What follows belongs to an exercise in optimizing a design on an open flow for small area; a production flow would make more cautious choices. No functional check of the RTL was part of this run.

## design/flow/flow/run.sh

```bash
#!/bin/bash
# The standard layout (standard.sh), with two changes:
#  - the port buffers are sky130_fd_sc_hd__buf_1 rather than the default choice;
#  - clock tree synthesis inserts no dummy loads (same clustering as config.mk).
# make's full output goes to flow.log in this folder; ORFS keeps each step's log
# under orfs/logs/.
set -euo pipefail
bash standard.sh \
  "BUFFER_PORTS_ARGS=-buffer_cell sky130_fd_sc_hd__buf_1" \
  "CTS_ARGS=-sink_clustering_enable -repair_clock_nets -dont_use_dummy_load -buf_list sky130_fd_sc_hd__clkbuf_8 -sink_clustering_size 20 -sink_clustering_max_diameter 50" \
  finish > flow.log 2>&1
```

## design/flow/standard.sh

```bash
#!/bin/bash
# synth_recipe.tcl (not shown) runs the flow's synth.tcl, then flattens the netlist and writes it again
# the make line also repeats each setting of config.mk as NAME=value (left out here)
make -C /OpenROAD-flow-scripts/flow DESIGN_CONFIG=/design/flow/config.mk WORK_HOME=/design/flow/orfs CLKGATE_MAP_FILE= SYNTH_SCRIPT=/design/flow/synth_recipe.tcl "${@:-finish}"
```

## design/flow/config.mk

```make
export PLATFORM = sky130hd
export DESIGN_NAME = median_filter_resource_optimized
export DESIGN_NICKNAME = median_filter_resource_optimized
export VERILOG_FILES = /design/flow/design.v
export SDC_FILE = /design/flow/constraint.sdc
export NUM_CORES = 4
export LEC_CHECK = 0
export ABC_AREA = 1
export CAP_MARGIN = 20
export CORE_MARGIN = 2
export CORE_UTILIZATION = 40
export CTS_CLUSTER_DIAMETER = 50
export CTS_CLUSTER_SIZE = 20
export SLEW_MARGIN = 20
```

## design/flow/constraint.sdc

```tcl
create_clock -name core_clock -period 5.0 [get_ports {ck100m}]
set_input_delay 1.0000 -clock core_clock [delete_from_list [all_inputs] [get_ports {ck100m}]]
set_output_delay 1.0000 -clock core_clock [all_outputs]
set_load 0.01 [all_outputs]
```

## design/flow/design.v

```verilog
module median_filter_resource_optimized
(
    input                ck100m,
    input                srst_n,
    input                enable,
    input        [15:0]  in,
    output               out_enable,
    output reg   [15:0]  out
);
    localparam int NT = 7;              
    localparam int L  = 17;             
    reg [15:0] win  [0:9];
    reg [15:0] tail [0:NT-1];            
    reg [L-1:0] cand;
    reg [3:0]  m;
    reg [3:0]  nval;                     
    reg [6:0]  q;                        
    wire idle = ~q[6] & ~q[1];           
    assign out_enable = ~q[1] & q[0];    
    wire s12  = ~q[2] & q[1];            
    logic [7:0] sel;                     
    logic [7:0] nsel;                    
    logic nidle;                         
    always_comb begin
        sel[0] = idle;
        for (int j = 1; j < 7; j++) sel[j] = q[7-j] & ~q[6-j];
        sel[7] = q[6] & q[0];
        nidle = (idle & ~enable) | s12;
        nsel[0] = nidle;
        nsel[1] = idle & enable;
        for (int j = 2; j < 8; j++) nsel[j] = sel[j-1];
    end
    logic [3:0] nval_next;
    always_comb nval_next = nval + {3'd0, enable && nval != 4'd10};
    always @(posedge ck100m or negedge srst_n) begin
        if (~srst_n) begin
            q    <= 7'd0;
            nval <= 4'd0;
        end else begin
            q    <= {idle ? enable : ~q[0], q[6:1]};
            nval <= nval_next;
        end
    end
    logic [15:0] w9sh;
    always_comb begin
        w9sh = '0;
        for (int j = 0; j < 7; j++)
            if (sel[j]) w9sh = w9sh | (win[9] << (2*j + 2));
    end
    always @(posedge ck100m) begin
        if (enable) begin
            win[0] <= in;
            for (int i = 1; i < 10; i++) win[i] <= win[i-1];
        end
        tail[0][15:2] <= w9sh[15:2];
        for (int t = 1; t < NT; t++)
            for (int b = 2 + 2*t; b < 16; b++) tail[t][b] <= tail[t-1][b-2];
    end
    function automatic [3:0] tsum(input [16:0] x, input [3:0] m);
        logic t1, t2, t3, t4, t5, t6, t7, t8, t9, t10, t11, t12, t13, t14, t15, t16, t17, t18, t19, t20, t21, t22, t23, t24, t25, t26, t27, t28, t29, t30, g0, g1, g2, p0, p1, p2, c1, c2, c3;
        t1 = m[0] ^ x[10] ^ x[11]; t2 = (m[0] & x[10]) | (m[0] & x[11]) | (x[10] & x[11]);
        t3 = x[12] ^ x[13] ^ x[14]; t4 = (x[12] & x[13]) | (x[12] & x[14]) | (x[13] & x[14]);
        t5 = x[15] ^ x[16] ^ t1; t6 = (x[15] & x[16]) | (x[15] & t1) | (x[16] & t1);
        t7 = t3 ^ x[0] ^ x[1]; t8 = (t3 & x[0]) | (t3 & x[1]) | (x[0] & x[1]);
        t9 = x[2] ^ x[3] ^ x[4]; t10 = (x[2] & x[3]) | (x[2] & x[4]) | (x[3] & x[4]);
        t11 = x[5] ^ x[6] ^ x[7]; t12 = (x[5] & x[6]) | (x[5] & x[7]) | (x[6] & x[7]);
        t13 = x[8] ^ x[9] ^ t5; t14 = (x[8] & x[9]) | (x[8] & t5) | (x[9] & t5);
        t15 = t11 ^ t7 ^ t9; t16 = (t11 & t7) | (t11 & t9) | (t7 & t9);
        t17 = m[1] ^ t2 ^ t4; t18 = (m[1] & t2) | (m[1] & t4) | (t2 & t4);
        t19 = t17 ^ t6 ^ t10; t20 = (t17 & t6) | (t17 & t10) | (t6 & t10);
        t21 = t12 ^ t8 ^ t14; t22 = (t12 & t8) | (t12 & t14) | (t8 & t14);
        t23 = t16 ^ t19 ^ t21; t24 = (t16 & t19) | (t16 & t21) | (t19 & t21);
        t25 = m[2] ^ t18 ^ t20; t26 = (m[2] & t18) | (m[2] & t20) | (t18 & t20);
        t27 = t22 ^ t25 ^ t24; t28 = (t22 & t25) | (t22 & t24) | (t25 & t24);
        t29 = m[3] ^ t26 ^ t28; t30 = (m[3] & t26) | (m[3] & t28) | (t26 & t28);
        g0 = t13 & t15; p0 = t13 ^ t15;
        g1 = t23 & 1'b0; p1 = t23 ^ 1'b0;
        g2 = t27 & 1'b0; p2 = t27 ^ 1'b0;
        c1 = g0; c2 = g1 | (p1 & g0); c3 = g2 | (p2 & g1) | (p2 & p1 & g0);
        tsum = {c3 | t29 | t30, p2 ^ c2, p1 ^ c1, p0};
    endfunction
    logic [1:0] ln [0:L-1];
    logic [L-1:0] lt1, lt2, lt3, c_new;
    logic [3:0] s1, s2, s3, m_new;
    logic i1, i2, i3, ok1, ok2, ok3, cin;
    logic [1:0] d;
    always_comb begin
        for (int n = 0; n < 10; n++) begin
            ln[n] = 2'b00;
            for (int j = 0; j < 8; j++)
                if (sel[j]) ln[n] = ln[n] | win[n][15-2*j -: 2];
        end
        for (int t = 0; t < NT; t++) ln[10+t] = tail[t][15:14];
        for (int n = 0; n < L; n++) begin
            lt1[n] = cand[n] & ~ln[n][1] & ~ln[n][0];
            lt2[n] = cand[n] & ~ln[n][1];
            lt3[n] = cand[n] & ~(ln[n][1] & ln[n][0]);
        end
        i1 = idle & ~in[15] & ~in[14];
        i2 = idle & ~in[15];
        i3 = idle & ~(in[15] & in[14]);
        s1 = tsum(lt1, m);
        s2 = tsum(lt2, m);
        s3 = tsum(lt3, m);
        ok1 = ~s1[3] & ~(i1 & (s1[2:0] == 3'd7));
        ok2 = ~s2[3] & ~(i2 & (s2[2:0] == 3'd7));
        ok3 = ~s3[3] & ~(i3 & (s3[2:0] == 3'd7));
        if (ok3)      begin d = 2'd3; m_new = s3 + {3'd0, i3}; end
        else if (ok2) begin d = 2'd2; m_new = s2 + {3'd0, i2}; end
        else if (ok1) begin d = 2'd1; m_new = s1 + {3'd0, i1}; end
        else          begin d = 2'd0; m_new = m; end
        for (int n = 0; n < L; n++) c_new[n] = cand[n] & (ln[n] == d);
        cin = idle & (in[15:14] == d);
    end
    always @(posedge ck100m or negedge srst_n) begin
        if (~srst_n) begin
            cand <= '0;
            m    <= 4'd12;
        end else if (nidle) begin
            for (int n = 0; n < L; n++) cand[n] <= (n < 10) && (n < nval_next);
            m <= 4'd12 - nval_next;
        end else begin
            m <= m_new;
            cand[9:0]    <= enable ? {c_new[8:0], cin} : c_new[9:0];
            cand[10]     <= enable & c_new[9];
            cand[L-1:11] <= c_new[L-2:10];
        end
    end
    always @(posedge ck100m) begin
        for (int j = 0; j < 8; j++)
            if (sel[j]) out[15-2*j -: 2] <= d;
    end
endmodule
```

==> summary.txt <==
Clocking:
- Counting along the longest clock path gives a buffer depth of 3.
- The total CTS buffers is 25.
- The deepest level of the CTS H-tree is 1.
- At the later pin of the worst-skew pair, clock insertion delay measures 0.60 ns.
- TritonCTS built the clock tree.
- CTS placed an instance of sky130_fd_sc_hd__clkbuf_8 at the clock tree root.
- Hold repair after CTS inserted 0 buffers.
- The CTS sink count is 264.
- Clock-pin slew was measured on the worst setup and hold paths at 0.11 ns.

Synth:
- Counting flops with a built-in enable in the synthesized netlist gives 176.
- The most frequent cell after synthesis is sky130_fd_sc_hd__nand2_1.
- By count the netlist is led by 327 x sky130_fd_sc_hd__nand2_1, 176 x sky130_fd_sc_hd__edfxtp_1, 124 x sky130_fd_sc_hd__inv_1.
- The synthesized instance count is 1,118.
- The largest total area in the synthesized netlist belongs to sky130_fd_sc_hd__edfxtp_1.
- Yosys attributes the largest share of cell area to sky130_fd_sc_hd__edfxtp_1 45%, sky130_fd_sc_hd__nand2_1 10%, sky130_fd_sc_hd__dfxtp_1 9.5%.
- The netlist area before placement is 11,800 µm².
- Averaged over all synthesized cells, the footprint is 10.6 µm².
- The register area share after synthesis is 60.9%.
- The leading register cell type out of synthesis is sky130_fd_sc_hd__edfxtp_1.
- For this run, asynchronously set or reset flops after synthesis account for 12.1%.
- The number of nets in the synthesized netlist is 1,197.
- The total number of yosys warnings is 4.
- The number of distinct standard cells referenced by the synthesized netlist is 41.
- The number of synthesized register bits is 264.
- In this run the biggest area consumer among cell types represents 44.6% of the synthesized area.

Finish:
- The final standard cell utilization of the core is 46.6%.
- The layout has 2,656 filler cells.
- 0 antenna diodes ended up in the layout.
- The non-filler instance count after layout is 1,606.
- The net count reported at finish is 1,303.
- The signed area change from the synthesized netlist to the final layout is 13.8%.
- Summing all non-filler instances in the final layout gives an area of 13,500 µm².
- The share of final-layout standard cells stronger than drive strength 1 is 14.3%.

Route:
- The per-cell via count in the routed design is 4.95.
- Once detail routing completed, the nets flagged for antenna violations numbered 0.
- Wires add up to 26,100 µm.
- The remaining routing DRC violations is 0.
- For this block, the initial DRC count from the detailed router was 694.
- Detailed routing inserted a total of 7,955 vias.
- Dividing the detail-routed wire length by the instance count gives 16.3 µm.
- The first detailed-routing pass took 5 iterations.

STA:
- The count of final hold-check violations is 0.
- The worst path uses 95.3% of the clock period.
- The number of pins exceeding their max-slew limit in the final report is 0.
- The clock skew after layout is 0.113 ns.
- Based on the critical path, the design can be clocked at up to 210 MHz.
- The max-slew headroom at the worst pin is 35.5%.
- The final-layout worst hold slack is 0.288 ns.
- The number of setup violations in the final report is 0.
- The routed design could run at a clock period as short as 4.77 ns.
- In the post-route analysis, the smallest setup slack over all paths is 0.234 ns.
- At the pin with the least slew margin, the transition time is 0.967 ns.
- Adding up every negative setup slack in the final design gives 0 ns.
- Setup repair after global routing could not meet its margin everywhere.

Placed design:
- The instance count after placement with tap cells included is 1,564.
- Prior to clock tree synthesis, the placed netlist has a worst setup slack of -0.0942 ns.
- Buffers placed on the I/O ports in this run total 35.
- The final weighted congestion of routability-driven global placement is 0.939.
- Once placement finished, the instance area stood at 12,800 µm².
- The HPWL after detailed placement is 18,900 µm.

Setup path:
- The critical path required time is 5.43 ns.
- For the worst setup path, the data arrival time is 5.20 ns.
- On the worst path, the slowest cell contributes a delay of 0.58 ns.
- In this run the worst path has a maximum fanout of 4.
- The worst setup path is captured at a register.
- Among the stages of the critical path, the cell type that occurs most often is sky130_fd_sc_hd__fa_1.
- The slowest stage of the critical path belongs to the cell sky130_fd_sc_hd__fa_1.
- The kind of launch point of the worst setup path is a register.
- Traced cell by cell, the critical path runs through fa_1, inv_1, fa_1, inv_1, fa_2, fa_1, inv_1, fa_2, fa_2, inv_2, fa_1, nor2_1, nand2_1, nor2_2, nand2_2, nand2_4, buf_6, nand2_1, nand2_1, nand3_1, nand3_1.
- The path type of the worst setup path is register to register.

Hold path:
- The worst hold path belongs to the class register to register.

Global routing:
- Global routing consumed, over all layers together, 17.0% of the routing resources.
- The largest net degree at the start of global routing is 162.
- Global routing finished with a remaining overflow of 0.
- The initial antenna violation count came to 1.
- The number of global-route vias before repair was 7,733.
- The wire length of the first global-routing pass is 40,800 µm.

Die:
- The starting density of the core is 40.9%.
- The row count is 62.
- The horizontal extent of the die is 176 µm.
- The full die area is 31,000 µm².
- During I/O placement, the number of pins put on the boundary was 36.
- The die span in y is 176 µm.
- After floorplanning, the core was sized to cover 28,900 µm².

Run status:
- The flow ran to the end and the layout has no timing, DRC or antenna violations.

Run:
- The number of max-cap violations is 0.
==> area by class of cell <==
| cell class | count | area [µm²] | area share [%] |
|---|---|---|---|
| Clock buffer | 25 | 344 | 2.55 |
| Inverter | 132 | 507 | 3.76 |
| Multi-Input combinational cell | 696 | 4080 | 30.2 |
| Sequential cell | 264 | 7220 | 53.6 |
| Tap cell | 384 | 480 | 3.57 |
| Timing Repair Buffer | 105 | 851 | 6.31 |
==> logic make-up after synthesis <==
family          count (synthesis)  synth area share [%]
compound gates                 69                  3.52
xor+xnor                        7                 0.518
fa+ha+maj                      60                  9.19
buf+inv                       159                  5.82
flops                         264                  60.9
simple gates                  559                  20.0
==> placed cells by master (no fill, tap or decap), types with 24 or more instances in the layout <==
| master | instances |
|---|---|
| sky130_fd_sc_hd__inv_1 | 116 |
| sky130_fd_sc_hd__fa_1 | 36 |
| sky130_fd_sc_hd__buf_4 | 48 |
| sky130_fd_sc_hd__clkbuf_8 | 25 |
| sky130_fd_sc_hd__nor2_1 | 77 |
| sky130_fd_sc_hd__dfrtp_1 | 24 |
| sky130_fd_sc_hd__nand2_1 | 319 |
| sky130_fd_sc_hd__buf_1 | 33 |
| sky130_fd_sc_hd__nand3_1 | 100 |
| sky130_fd_sc_hd__dfxtp_1 | 55 |
| sky130_fd_sc_hd__edfxtp_1 | 176 |
==> sequential cells by signal, summed over array words and instances, names as in the netlist <==
register / cells
win: 160
tail: 56
cand: 17
out: 16
q: 7
m: 4
nval: 4
==> path summary, 6_finish.rpt <==
kind                                      from             endpoint  slack, ns  cells after the start
setup reg to reg              m[0]$_DFFE_PN0P_    cand[8]$_DFF_PN0_       0.23                     21
max in group asynchronous               srst_n   cand[15]$_DFF_PN0_       3.75                      1
setup / recovery              m[0]$_DFFE_PN0P_    cand[8]$_DFF_PN0_       0.23                     21
min in group asynchronous               srst_n       q[0]$_DFF_PN0_       0.54                      1
hold / removal             tail[0][13]$_DFF_P_  tail[1][15]$_DFF_P_       0.29                      0
hold reg to reg            tail[0][13]$_DFF_P_  tail[1][15]$_DFF_P_       0.29                      0
==> worst max-delay path, delay by kind of cell, from the launching register on <==
family / cells / cell delay (ns)
buffers and inverters: 5 / 0.37
adder cells (fa/ha/maj): 7 / 2.97
AND/OR/NAND/NOR: 9 / 0.86
flip-flops: 1 / 0.46
==> per-layer routing <==
metal / track usage [%] / wire, µm / share of wire [%] / up-vias
met1: 23.4 / 11800 / 45 / 3837
met4: 6.16 / 886 / 3.4 / 0
met3: 2.07 / 1180 / 4.5 / 50
li1: - / - / - / 3862
met5: 0 / 0 / 0 / -
met2: 27.9 / 12200 / 47 / 206
==> repair_timing <==
action,4_1_cts,5_1_grt
setup buffers,0,14
cloned,0,3
pin swaps,0,16
endpoints found under the setup margin,25,29
gates resized for setup,10,65

re-timing with driven ports:
The flow's constraints put no driver on any port. The routed layout listed below was extracted and timed again, unchanged, in two steps. Step 1, drivers: a clkbuf_16 drives ck100m and a buf_2 each remaining input, both assumed. Step 2, shift: input delay + t, output delay - t, t = (earliest + latest rising clock arrival at the registers) / 2. This alone moves slack from input paths to output paths. Slacks: ideal / step 1 / step 2; pairs: ideal / step 1.
shift t [ns]: 0.596
slack for setup (ns): 0.234 / 0.234 / 0.234
hold WS [ns]: 0.288 / 0.288 / 0.288
worst setup path after step 2: register to register
After both steps this run still meets setup and hold. For this run, drivers alone change the setup slack by 0.000 ns; drivers and shift together by 0.000 ns.
